Background: an optimization exercise with open tools, aiming at small area. Do not read the settings as production practice.
Only simulation tests tie the RTL to the original design; equivalence was not proved.
Power is estimated from default activity; no workload was simulated.

--- design/flow/standard.sh ---
#!/bin/bash
# synth_recipe.tcl (not shown) runs the flow's synth.tcl, then flattens the netlist and writes it again
# the make line also repeats each setting of config.mk as NAME=value (left out here)
make -C /OpenROAD-flow-scripts/flow DESIGN_CONFIG=/design/flow/config.mk WORK_HOME=/design/flow/orfs CLKGATE_MAP_FILE= SYNTH_SCRIPT=/design/flow/synth_recipe.tcl "${@:-finish}"
--- design/flow/constraint.sdc ---
create_clock -name core_clock -period 10.0 [get_ports {clk}]
set_input_delay 2.0000 -clock core_clock [delete_from_list [all_inputs] [get_ports {clk}]]
set_output_delay 2.0000 -clock core_clock [all_outputs]
set_load 0.01 [all_outputs]
--- design/flow/flow/run.sh ---
#!/bin/bash
# The standard layout (the standard.sh, its synthesis unchanged), with
# three changes: the port buffers are the smallest buffer, clock tree
# synthesis adds no dummy loads, and the constant outputs share one tie cell.
set -euo pipefail
bash standard.sh \
  BUFFER_PORTS_ARGS="-buffer_cell sky130_fd_sc_hd__buf_1" \
  CTS_ARGS="-sink_clustering_enable -repair_clock_nets -buf_list sky130_fd_sc_hd__clkbuf_8 -dont_use_dummy_load" \
  SKIP_REPAIR_TIE_FANOUT=1 \
  finish > flow_make.log 2>&1
--- design/flow/design.v ---
module hvsync_generator(clk, reset, vga_h_sync, vga_v_sync, inDisplayArea, CounterX, CounterY, ResetCollision);
input clk;
input reset;
output vga_h_sync;
output vga_v_sync;
output inDisplayArea;
output [9:0] CounterX;
output [8:0] CounterY;
output ResetCollision;
reg [9:0] CounterX;
reg [8:0] CounterY;
reg [1:0] ph;
wire pce = (ph == 2'b11);
wire CounterXmaxed = CounterX[9] & (&CounterX[7:0]);
wire wrap = pce & CounterXmaxed;
wire [11:0] cx = {CounterX, ph};
wire [11:0] tc;
wire [8:0] ty;
assign tc[0] = 1'b1;
assign ty[0] = wrap;
genvar gi;
generate
for (gi = 1; gi < 12; gi = gi + 1) begin : gtc
	assign tc[gi] = tc[gi-1] & cx[gi-1];
end
for (gi = 1; gi < 9; gi = gi + 1) begin : gty
	assign ty[gi] = ty[gi-1] & CounterY[gi-1];
end
endgenerate
always @(posedge clk)
if (reset)
	{CounterX, ph} <= {10'd0, 2'b10};
else if (wrap)
	{CounterX, ph} <= 12'd0;
else
	{CounterX, ph} <= cx ^ tc;
always @(posedge clk)
if (reset)
	CounterY <= 9'd0;
else
	CounterY <= CounterY ^ ty;
wire x0 = (CounterX[9:1] == 9'd0);        
wire y500 = (CounterY[8:1] == 8'd250);    
wire hs = (CounterX[9:4] == 6'h2D) ? (CounterX[3:0] != 4'd0) : (CounterX == 10'd736);
wire vs = y500 & (CounterY[0] == (x0 & ~CounterX[0]));
assign inDisplayArea = ~(CounterX[9] & (CounterX[8] | CounterX[7])) & (CounterY != 9'd0) &
	~((&CounterY[8:5]) & (CounterY[4:0] != 5'd0));
assign ResetCollision = y500 & ~CounterY[0] & x0 & (CounterX[0] ? (ph == 2'b00) : (ph != 2'b00));
assign vga_h_sync = ~hs;
assign vga_v_sync = ~vs;
endmodule
module pong(
output vga_h_sync, vga_v_sync,
output [3:0] vga_R, vga_G, vga_B,
input clk,
input btnL,
input btnR,
input reset,
input [9:0] start_x,      
input [8:0] start_y,
input start_dir_x,
input start_dir_y,
input [8:0] start_paddle  
);
wire inDisplayArea;
wire [9:0] CounterX;
wire [8:0] CounterY;
wire ResetCollision;
hvsync_generator syncgen(.clk(clk), .reset(reset), .vga_h_sync(vga_h_sync), .vga_v_sync(vga_v_sync),
  .inDisplayArea(inDisplayArea), .CounterX(CounterX), .CounterY(CounterY), .ResetCollision(ResetCollision));
wire moveL, moveR;
btn_counter cntL(.clk(clk), .reset(reset), .btn(btnL), .move(moveL));
btn_counter cntR(.clk(clk), .reset(reset), .btn(btnR), .move(moveR));
reg [8:0] nPaddle;
wire [8:0] np;
wire stepP = moveL | moveR;
ripple_add #(9) addp(.a(nPaddle), .b({{8{moveR & ~moveL}}, stepP}), .s(np));    
always @(posedge clk)
if (reset)
	nPaddle <= ~start_paddle;
else
	nPaddle <= np;
reg [9:0] nballX;
reg [8:0] nballY;
reg ball_inX, ball_inY;
wire xlo = &(CounterX[2:0] ^ nballX[2:0]);
wire ylo = &(CounterY[2:0] ^ nballY[2:0]);
wire [7:0] ux;    
wire [6:0] uy;    
ripple_sub #(7) subx(.a(CounterX[9:3]), .nb(nballX[9:3]), .d(ux));
ripple_sub #(6) suby(.a(CounterY[8:3]), .nb(nballY[8:3]), .d(uy));
wire dx0  = xlo & (ux == 8'd0);
wire dx8  = xlo & (ux == 8'd1);
wire dx16 = xlo & (ux == 8'd2);
wire dy0  = ylo & (uy == 7'd0);
wire dy8  = ylo & (uy == 7'd1);
wire dy16 = ylo & (uy == 7'd2);
always @(posedge clk)
if (reset) ball_inX <= 1'b0;
else if (!ball_inX) ball_inX <= dx0 & ball_inY;
else ball_inX <= !dx16;
always @(posedge clk)
if (reset) ball_inY <= 1'b0;
else if (!ball_inY) ball_inY <= dy0;
else ball_inY <= !dy16;
wire ball = ball_inX & ball_inY;
wire border = (CounterX[9:3]==7'd0) || (CounterX[9:3]==7'd79) || (CounterY[8:3]==6'd0) || (CounterY[8:3]==6'd59);
wire [10:0] dp;
ripple_sub #(10) subp(.a(CounterX), .nb({1'b1, nPaddle}), .d(dp));
wire paddle = (dp[10:7] == 4'd0) && (dp[6:3] != 4'd0) && !((dp[6:3] == 4'hF) && (dp[2:0] != 3'd0)) && (CounterY[8:4]==5'd27);
wire BouncingObject = border | paddle;
reg CollisionX1, CollisionX2, CollisionY1, CollisionY2;
always @(posedge clk) if (reset | ResetCollision) CollisionX1 <= 1'b0; else if (BouncingObject & dx0  & dy8 ) CollisionX1 <= 1'b1;
always @(posedge clk) if (reset | ResetCollision) CollisionX2 <= 1'b0; else if (BouncingObject & dx16 & dy8 ) CollisionX2 <= 1'b1;
always @(posedge clk) if (reset | ResetCollision) CollisionY1 <= 1'b0; else if (BouncingObject & dx8  & dy0 ) CollisionY1 <= 1'b1;
always @(posedge clk) if (reset | ResetCollision) CollisionY2 <= 1'b0; else if (BouncingObject & dx8  & dy16) CollisionY2 <= 1'b1;
reg ball_dirX, ball_dirY;
wire stepX = ResetCollision & ~(CollisionX1 & CollisionX2);    
wire stepY = ResetCollision & ~(CollisionY1 & CollisionY2);
wire [9:0] nx;
wire [8:0] ny;
ripple_add #(10) addx(.a(nballX), .b({{9{stepX & ~ball_dirX}}, stepX}), .s(nx));
ripple_add #(9)  addy(.a(nballY), .b({{8{stepY & ~ball_dirY}}, stepY}), .s(ny));
always @(posedge clk)
if (reset) begin
	nballX <= ~start_x;
	nballY <= ~start_y;
end else begin
	nballX <= nx;
	nballY <= ny;
end
always @(posedge clk)
if (reset) begin
	ball_dirX <= start_dir_x;
	ball_dirY <= start_dir_y;
end else begin
	if (stepX) begin
		if (CollisionX2) ball_dirX <= 1'b1; else if (CollisionX1) ball_dirX <= 1'b0;
	end
	if (stepY) begin
		if (CollisionY2) ball_dirY <= 1'b1; else if (CollisionY1) ball_dirY <= 1'b0;
	end
end
wire G = BouncingObject | ball;
wire R = G | (CounterX[3] ^ CounterY[3]);
reg red, grn;
always @(posedge clk)
if (reset) begin
	red <= 1'b0;
	grn <= 1'b0;
end else begin
	red <= R & inDisplayArea;
	grn <= G & inDisplayArea;
end
assign vga_R = {3'b000, red};
assign vga_G = {3'b000, grn};
assign vga_B = {3'b000, grn};
endmodule
module btn_counter(input clk, input reset, input btn, output move);
localparam [17:0] LFSR_START = 18'h1a85c;
localparam [17:0] LFSR_HIT   = 18'h001c0;
localparam [17:0] LFSR_MASK  = 18'h3fff8;
reg [17:0] cnt;
assign move = btn & ((cnt & LFSR_MASK) == (LFSR_HIT & LFSR_MASK));
always @(posedge clk)
if (reset | move)
	cnt <= LFSR_START;
else if (btn)
	cnt <= {cnt[16:0], ~(cnt[17] ^ cnt[10])};
endmodule
module ripple_sub #(parameter N = 8) (input [N-1:0] a, input [N-1:0] nb, output [N:0] d);
wire [N:0] c;
assign c[0] = 1'b1;
genvar i;
generate
for (i = 0; i < N; i = i + 1) begin : g
	assign d[i] = a[i] ^ nb[i] ^ c[i];
	assign c[i+1] = (a[i] & nb[i]) | (c[i] & (a[i] ^ nb[i]));
end
endgenerate
assign d[N] = ~c[N];
endmodule
module ripple_add #(parameter N = 8) (input [N-1:0] a, input [N-1:0] b, output [N-1:0] s);
wire [N:0] c;
assign c[0] = 1'b0;
genvar i;
generate
for (i = 0; i < N; i = i + 1) begin : g
	assign s[i] = a[i] ^ b[i] ^ c[i];
	assign c[i+1] = (a[i] & b[i]) | (c[i] & (a[i] ^ b[i]));
end
endgenerate
endmodule
--- design/flow/config.mk ---
export PLATFORM = sky130hd
export DESIGN_NAME = pong
export DESIGN_NICKNAME = pong
export VERILOG_FILES = /design/flow/design.v
export SDC_FILE = /design/flow/constraint.sdc
export NUM_CORES = 4
export LEC_CHECK = 0
export CAP_MARGIN = 20
export CORE_MARGIN = 2
export CORE_UTILIZATION = 60
export CTS_BUF_LIST = sky130_fd_sc_hd__clkbuf_8
export SLEW_MARGIN = 20
==> impl_metrics.json, run 1 <==
{
  "ctsLongestPathBuffers": 2,
  "floorplan.rows": 33,
  "synth.top_cell.area_share_pct": 36.8,
  "fillCellCount": 716,
  "yosysTopAreaCell": "dfxtp_1",
  "p_leak_nw": 2.44,
  "globalRouteOverflowTotal": 0,
  "dieHeight_um": 95.9,
  "avgSynthCellArea_um2": 10.3,
  "path_buf_inv": 4,
  "worst-setup-path-type": "primary input to register",
  "viasPerCell": 5.35,
  "grt_pass1_vias": 3388,
  "die_w_um": 95.9,
  "grt-busiest-layer": "met2",
  "fin_crit_sh_pct": 62.0,
  "fin_area_um2": 5350,
  "yosys-top-cells-area": "dfxtp_1 37%, fa_1 16%, mux2i_1 9.7%",
  "power.density_nw_per_um2": 132,
  "dp_hpwl_mm": 7.25,
  "placed_area_um2": 5220,
  "hold_viol": 0,
  "wl_per_cell_um": 15.3,
  "fin_crit_ps": 6200,
  "power_frac_seq_pct": 59.7,
  "cpMostUsedCell": "fa_1",
  "diodes": 0,
  "route.vias.total": 3329,
  "final.setup.tns_ps": 0,
  "layout-drive-gt1-share_pct": 5.22,
  "cts.clk_slew.worst_paths_ps": 70,
  "ctsResizeCount": 0,
  "grt_max_degree": 38,
  "critPathMaxStageDelay_ps": 460,
  "clk_latency_ps": 360,
  "post_cts_buffers": 0,
  "synth.cell_area_um2": 5060,
  "drc": 0,
  "required_ps": 10200,
  "firstDrtPassIters": 4,
  "cp-end-kind": "register",
  "tightest_slew_ps": 654,
  "grt.met1_usage_pct": 31.4,
  "yosysSeqAreaShare_pct": 38.0,
  "synth_cell_type_count": 42,
  "p_sw_mw": 0.182,
  "path_max_fanout": 19,
  "numCtsBuffers": 9,
  "ios": 48,
  "holdBufCountCts": 0,
  "p_sw_share_pct": 25.8,
  "grt.total_usage_pct": 23.2,
  "start_util_pct": 61.6,
  "antenna_found_initial": 0,
  "drv_cap": 0,
  "grt_pass1_wl_mm": 16.1,
  "gp_congestion": 0.754,
  "syn_inst": 493,
  "yosys_warnings": 3,
  "crit_chain": "buf_1 > buf_4 > nor4b_1 > nand4_1 > nor2b_2 > fa_1 > fa_1 > fa_1 > fa_1 > fa_1 > inv_1 > fa_1 > inv_1 > fa_1 > xor2_1 > xnor2_1 > mux2i_1",
  "ant_nets": 0,
  "cp.arrival_ps": 6390,
  "outcome": "timing/DRC/antenna clean",
  "fmax_mhz": 161,
  "die-area_um2": 9190,
  "clockRootBuffer": "clkbuf_8",
  "ys_ff_latch": 95,
  "cp_slowest_cell": "fa_1",
  "crit_family": "adder cells",
  "cts_sinks": 95,
  "h-tree-depth": 3,
  "synthToLayoutAreaGrowth_pct": 5.56,
  "grt.met3_usage_pct": 3.29,
  "cts_tree": "yes",
  "setup_viol": 0,
  "finalMaxSlewViolations": 0,
  "drt_wl_total_mm": 9.51,
  "irDropWorstVdd_mv": 0.0763,
  "internal-power_mw": 0.524,
  "startpoint_type": "primary input",
  "slew_headroom_pct": 56.4,
  "clkPwrFrac_pct": 28.0,
  "fin_nets": 619,
  "use_met2_pct": 38.5,
  "core-area_um2": 8220,
  "combinationalPowerShare_pct": 12.3,
  "holdCritPathClass": "register to register",
  "drtIter0Drc": 137,
  "port_buffers": 38,
  "finClkSkew_ps": 32.4,
  "rsz0062_at_grt": "no"
}
==> layer usage <==
| layer | wire (um) | vias up | part of all wire (%) |
|---|---|---|---|
| met4 | 146 | 0 | 1.5 |
| met3 | 345 | 10 | 3.6 |
| met5 | 0 | - | 0 |
| met1 | 4470 | 1586 | 47 |
| met2 | 4550 | 63 | 48 |
| li1 | - | 1670 | - |
==> registers in the layout, summed over array words and instances, names as in the netlist, 2 cells and up <==
register / flops
cntL.cnt: 18
cntR.cnt: 18
nPaddle: 9
nballX: 10
nballY: 9
syncgen.CounterX: 10
syncgen.CounterY: 9
syncgen.ph: 2
==> synth_stat cells <==
cell	number
nor3_1	8
or2_2	1
nor2b_1	9
a311oi_1	1
or4_4	1
nand3_1	6
or3_1	1
or3_4	1
xnor2_1	12
a31oi_1	2
or4b_2	2
mux2_2	2
o21ai_0	18
fa_1	41
ha_1	25
clkbuf_1	9
and3_1	3
xor2_1	10
inv_2	2
buf_4	12
conb_1	1
mux2i_1	49
dfxtp_1	93
nand4_1	9
nand4b_1	3
and2_1	11
edfxtp_1	2
nor4b_1	4
nand2_1	48
and4b_1	1
nor4bb_1	2
nor4_1	10
o211ai_1	1
or2_4	1
o31a_2	1
buf_1	5
inv_1	43
nor4_2	1
nand3b_1	2
a21oi_1	6
or4_2	1
nor2_1	33
==> final timing paths <==
kind | startpoint | end | slack (ps) | depth (start not counted)
setup / recovery | btnL | nPaddle[8] | 3800 | 17
hold / removal | syncgen.ph[0] | syncgen.ph[0] | 460 | 1
setup reg to reg | syncgen.CounterY[3] | nballX[9] | 3910 | 17
hold reg to reg | syncgen.ph[0] | syncgen.ph[0] | 460 | 1
==> final cells by class <==
| type | count | area (um2) | area share (%) |
|---|---|---|---|
| Tap cell | 105 | 131 | 2.46 |
| Timing Repair Buffer | 41 | 166 | 3.11 |
| Sequential cell | 95 | 1920 | 36.0 |
| Multi-Input combinational cell | 327 | 2830 | 53.0 |
| Clock buffer | 9 | 124 | 2.32 |
| Inverter | 45 | 169 | 3.16 |
==> power groups by stage <==
stage                     sequential [mW]  combinational, mW  clock (mW)
final                               0.422             0.0867       0.198
after global routing                0.425              0.100       0.220
after CTS                           0.422             0.0878       0.204
after global placement              0.430             0.0832           0
after floorplan                     0.423             0.0711           0
after detailed placement            0.430             0.0873           0
==> kinds of logic (layout without fill, tap and decap cells) <==
family | after synthesis | in the layout | synth area share [%]
AOI/OAI and AO/OA | 29 | 29 | 3.14
xor gates and xnor gates | 22 | 22 | 3.81
DFF | 95 | 95 | 38.0
muxes | 51 | 51 | 10.1
and+or+nand+nor | 158 | 158 | 16.4
other | 1 | 1 | 0.0741
adders and majority gates | 66 | 66 | 22.4
buffers and inverters | 71 | 95 | 6.15
==> layout by cell type, fill, tap and decap left out, types with 2 or more instances in the layout <==
cell type	instances
xnor2_1	12
a21oi_1	6
nand2_1	48
mux2_2	2
edfxtp_1	2
a31oi_1	2
ha_1	25
inv_1	43
nand3_1	6
and3_1	3
nor2b_1	8
fa_1	41
nand4_1	9
o21ai_0	18
or4b_2	2
buf_4	3
and2_1	11
inv_2	2
clkbuf_8	9
mux2i_1	49
buf_1	37
nor4_1	10
xor2_1	10
nand3b_1	2
nor2_1	33
nor4b_1	4
nor3_1	8
dfxtp_1	93
nor4bb_1	2
nand4b_1	3
==> per-stage QoR <==
stage / power [mW] / hold slack, ps / worst slack (ps) / instances / util, %
floorplan: 0.494 / 427 / 3560 / 493 / -
global placement: 0.513 / 444 / 3460 / 613 / 63.5
CTS: 0.714 / 471 / 3720 / 622 / 65.0
finish: 0.706 / 464 / 3800 / 622 / 65.1
global route: 0.745 / 483 / 3430 / 622 / 65.1
detailed placement: 0.517 / 463 / 3380 / 613 / 63.5
==> run 2, diff against run 1 <==
==> design/flow/run.sh (new file) <==
#!/bin/bash
# synth_recipe.tcl (not shown) runs the flow's synth.tcl, then flattens the netlist and writes it again
# the make line also repeats each setting of config.mk as NAME=value (left out here)
make -C /OpenROAD-flow-scripts/flow DESIGN_CONFIG=/design/flow/config.mk WORK_HOME=/design/flow/orfs CLKGATE_MAP_FILE= SYNTH_SCRIPT=/design/flow/synth_recipe.tcl finish
removed: design/flow/flow/run.sh
removed: design/flow/standard.sh
==> run 2 against run 1 <==
Still clean on timing, DRC and antenna. Final area increased by 6.4%. Cell count up 2.1%. Total power rose by 13%. Worst setup slack worse by 930 ps. Via count up 1.4%. Hold slack better by 17 ps. Clock power rose by 41%. Area after synthesis stayed put. Register-to-register slack better by 60 ps. Largest cell class unchanged.
==> impl_metrics.json, run 2 <==
{
  "outcome": "timing/DRC/antenna clean",
  "fin_crit_ps": 7130,
  "synth_edf_count": 2,
  "h-tree-depth": 3,
  "cts.clk_slew.worst_paths_ps": 90,
  "largest_registers": "cntL.cnt: 18 flops, cntR.cnt: 18 flops",
  "holdBufCountCts": 0,
  "fmax_mhz": 140,
  "ys_ff_latch": 95,
  "ctsLongestPathBuffers": 2,
  "cp-end-kind": "register",
  "holdCritPathClass": "register to register",
  "mostFrequentLayoutCells": "93 x dfxtp_1, 49 x mux2i_1, 48 x nand2_1",
  "synth.top_cell.area_share_pct": 36.8,
  "final.setup.tns_ps": 0,
  "ctsResizeCount": 0,
  "power.density_nw_per_um2": 140,
  "dieHeight_um": 95.9,
  "irDropWorstVdd_mv": 0.0805,
  "holdWs_ps": 481,
  "slew_headroom_pct": 32.2,
  "dp_hpwl_mm": 7.12,
  "fin_crit_sh_pct": 71.3,
  "synthToLayoutAreaGrowth_pct": 12.3,
  "required_ps": 10220,
  "setup_viol": 0,
  "wl_per_cell_um": 14.8,
  "power_frac_seq_pct": 53.0,
  "grt_max_degree": 38,
  "globalRouteOverflowTotal": 0,
  "antenna_found_initial": 0,
  "cts_sinks": 95,
  "yosysSeqAreaShare_pct": 38.0,
  "die-area_um2": 9190,
  "cp.arrival_ps": 7350,
  "synth_cell_type_count": 42,
  "tightest_slew_ps": 1010,
  "yosys_warnings": 3,
  "layout-drive-gt1-share_pct": 5.47,
  "grt_pass1_vias": 3321,
  "drt_wl_total_mm": 9.38,
  "floorplan.rows": 33,
  "route.vias.total": 3376,
  "startpoint_type": "primary input",
  "internal-power_mw": 0.592,
  "yosysMostFrequentCell": "dfxtp_1",
  "core-area_um2": 8220,
  "final_common_cell": "dfxtp_1",
  "path_max_fanout": 19,
  "power_mw": 0.795,
  "avgSynthCellArea_um2": 10.3,
  "ant_nets": 0,
  "ios": 48,
  "worst-setup-path-type": "primary input to register",
  "gp_congestion": 0.839,
  "finClkSkew_ps": 17.2,
  "clk_latency_ps": 360,
  "ys_async_sr_fraction_pct": 0,
  "yosys-top-cells-count": "93 x dfxtp_1, 49 x mux2i_1, 48 x nand2_1",
  "start_util_pct": 61.6,
  "p_sw_mw": 0.203,
  "port_buffers": 38,
  "firstDrtPassIters": 4,
  "post_cts_buffers": 0,
  "combinationalPowerShare_pct": 11.8,
  "syn_inst": 493,
  "finalMaxSlewViolations": 0,
  "drtIter0Drc": 128,
  "grt.total_usage_pct": 22.2,
  "diodes": 0,
  "p_leak_nw": 2.60,
  "rsz0062_at_grt": "no",
  "p_sw_share_pct": 25.5,
  "hold_viol": 0,
  "die_w_um": 95.9,
  "grt_pass1_wl_mm": 15.4,
  "yosysTopAreaCell": "dfxtp_1",
  "synth.cell_area_um2": 5060,
  "numCtsBuffers": 9,
  "clockRootBuffer": "clkbuf_8",
  "drc": 0,
  "drv_cap": 0,
  "yosys-top-cells-area": "dfxtp_1 37%, fa_1 16%, mux2i_1 9.7%",
  "clkPwrFrac_pct": 35.2,
  "fin_nets": 625,
  "viasPerCell": 5.32,
  "cts_tree": "yes",
  "synthFlopType": "dfxtp_1"
}
[run 2: final cells by class]
class	count	area (um2)
timing repair buffer	39	388
clock inverter	7	93.8
inverter	45	169
clock buffer	9	124
multi-input combinational	335	2860
sequential	95	1920
tap	105	131
fill	663	2530
[run 2: cell families (layout without fill, tap and decap cells)]
family	after synthesis	in the layout	synth area share, %
AO/OA/AOI/OAI	29	29	3.14
other	1	9	0.0741
AND/OR/NAND/NOR	158	158	16.4
flip-flops	95	95	38.0
adder cells (fa/ha/maj)	66	66	22.4
multiplexers	51	51	10.1
buffers and inverters	71	100	6.15
XOR/XNOR	22	22	3.81
[run 2: power groups by stage]
stage	Combinational, mW	Clock (mW)	Sequential [mW]
floorplan	0.0711	0	0.423
global placement	0.0909	0	0.430
detailed placement	0.0942	0	0.430
CTS	0.0952	0.284	0.422
global route	0.107	0.298	0.425
finish	0.0941	0.280	0.422
[run 2: routing by layer]
layer	share of wire, %	global-route usage, %
met1	47	30.0
met2	48	36.1
met3	3.2	3.92
met4	1.8	7.98
met5	0	0
[run 2: path summary, 6_finish.rpt]
kind	startpoint	depth (start not counted)	slack [ps]	end
max reg2reg	syncgen.CounterY[3]	17	3970	nballX[9]
min reg2reg	syncgen.ph[0]	1	480	syncgen.ph[0]
min	syncgen.ph[0]	1	480	syncgen.ph[0]
max	btnL	16	2870	nPaddle[8]
[run 2: per-stage QoR]
step | cells | setup WS, ps | area [um2] | utilization [%]
3_3_place_gp | 619 | 2630 | 5470 | 66.6
2_1_floorplan | 501 | 3560 | 5090 | -
5_1_grt | 635 | 2530 | 5690 | 69.2
3_5_place_dp | 619 | 2470 | 5470 | 66.6
6_report | 635 | 2870 | 5690 | 69.2
4_1_cts | 635 | 2840 | 5690 | 69.2
[run 2: worst max-delay path, cell delays in order]
cell,delay (ps)
clkdlybuf4s50_1,1140
nor4b_1,340
nand4_1,190
nor2b_1,350
fa_1,500
fa_1,430
fa_1,430
fa_1,430
fa_1,400
inv_1,90
fa_1,160
inv_1,50
fa_1,400
xor2_1,190
xnor2_1,140
mux2i_1,90

-- static timing again, ports no longer ideal --
No port has a modelled driver above. Below, the same layouts with a new extraction and two added sets of constraints. Step 1 (the two cells are an assumption about what drives the block):
set clk [get_ports {clk}]
set_driving_cell -lib_cell sky130_fd_sc_hd__clkbuf_16 $clk
set_driving_cell -lib_cell sky130_fd_sc_hd__buf_2 [delete_from_list [all_inputs] $clk]
Step 2 times the ports against the registers' clock, not the clock port: input delays grow and output delays shrink by t, the midpoint of the rising clock arrivals with the driver on. Three values: no drivers, after step 1, after step 2; two values: the first two.
run | shift t [ns] | setup slack, ns | worst data-port slew with drivers (ns)
run 1 | 0.380 | 3.802 / 3.814 / 3.435 | 0.04
run 2 | 0.386 | 2.870 / 2.876 / 2.490 | 0.04
After both steps every run listed still meets setup and hold. For run 2, which loses most, drivers alone change the setup slack by +0.006 ns; drivers and shift together by -0.380 ns.
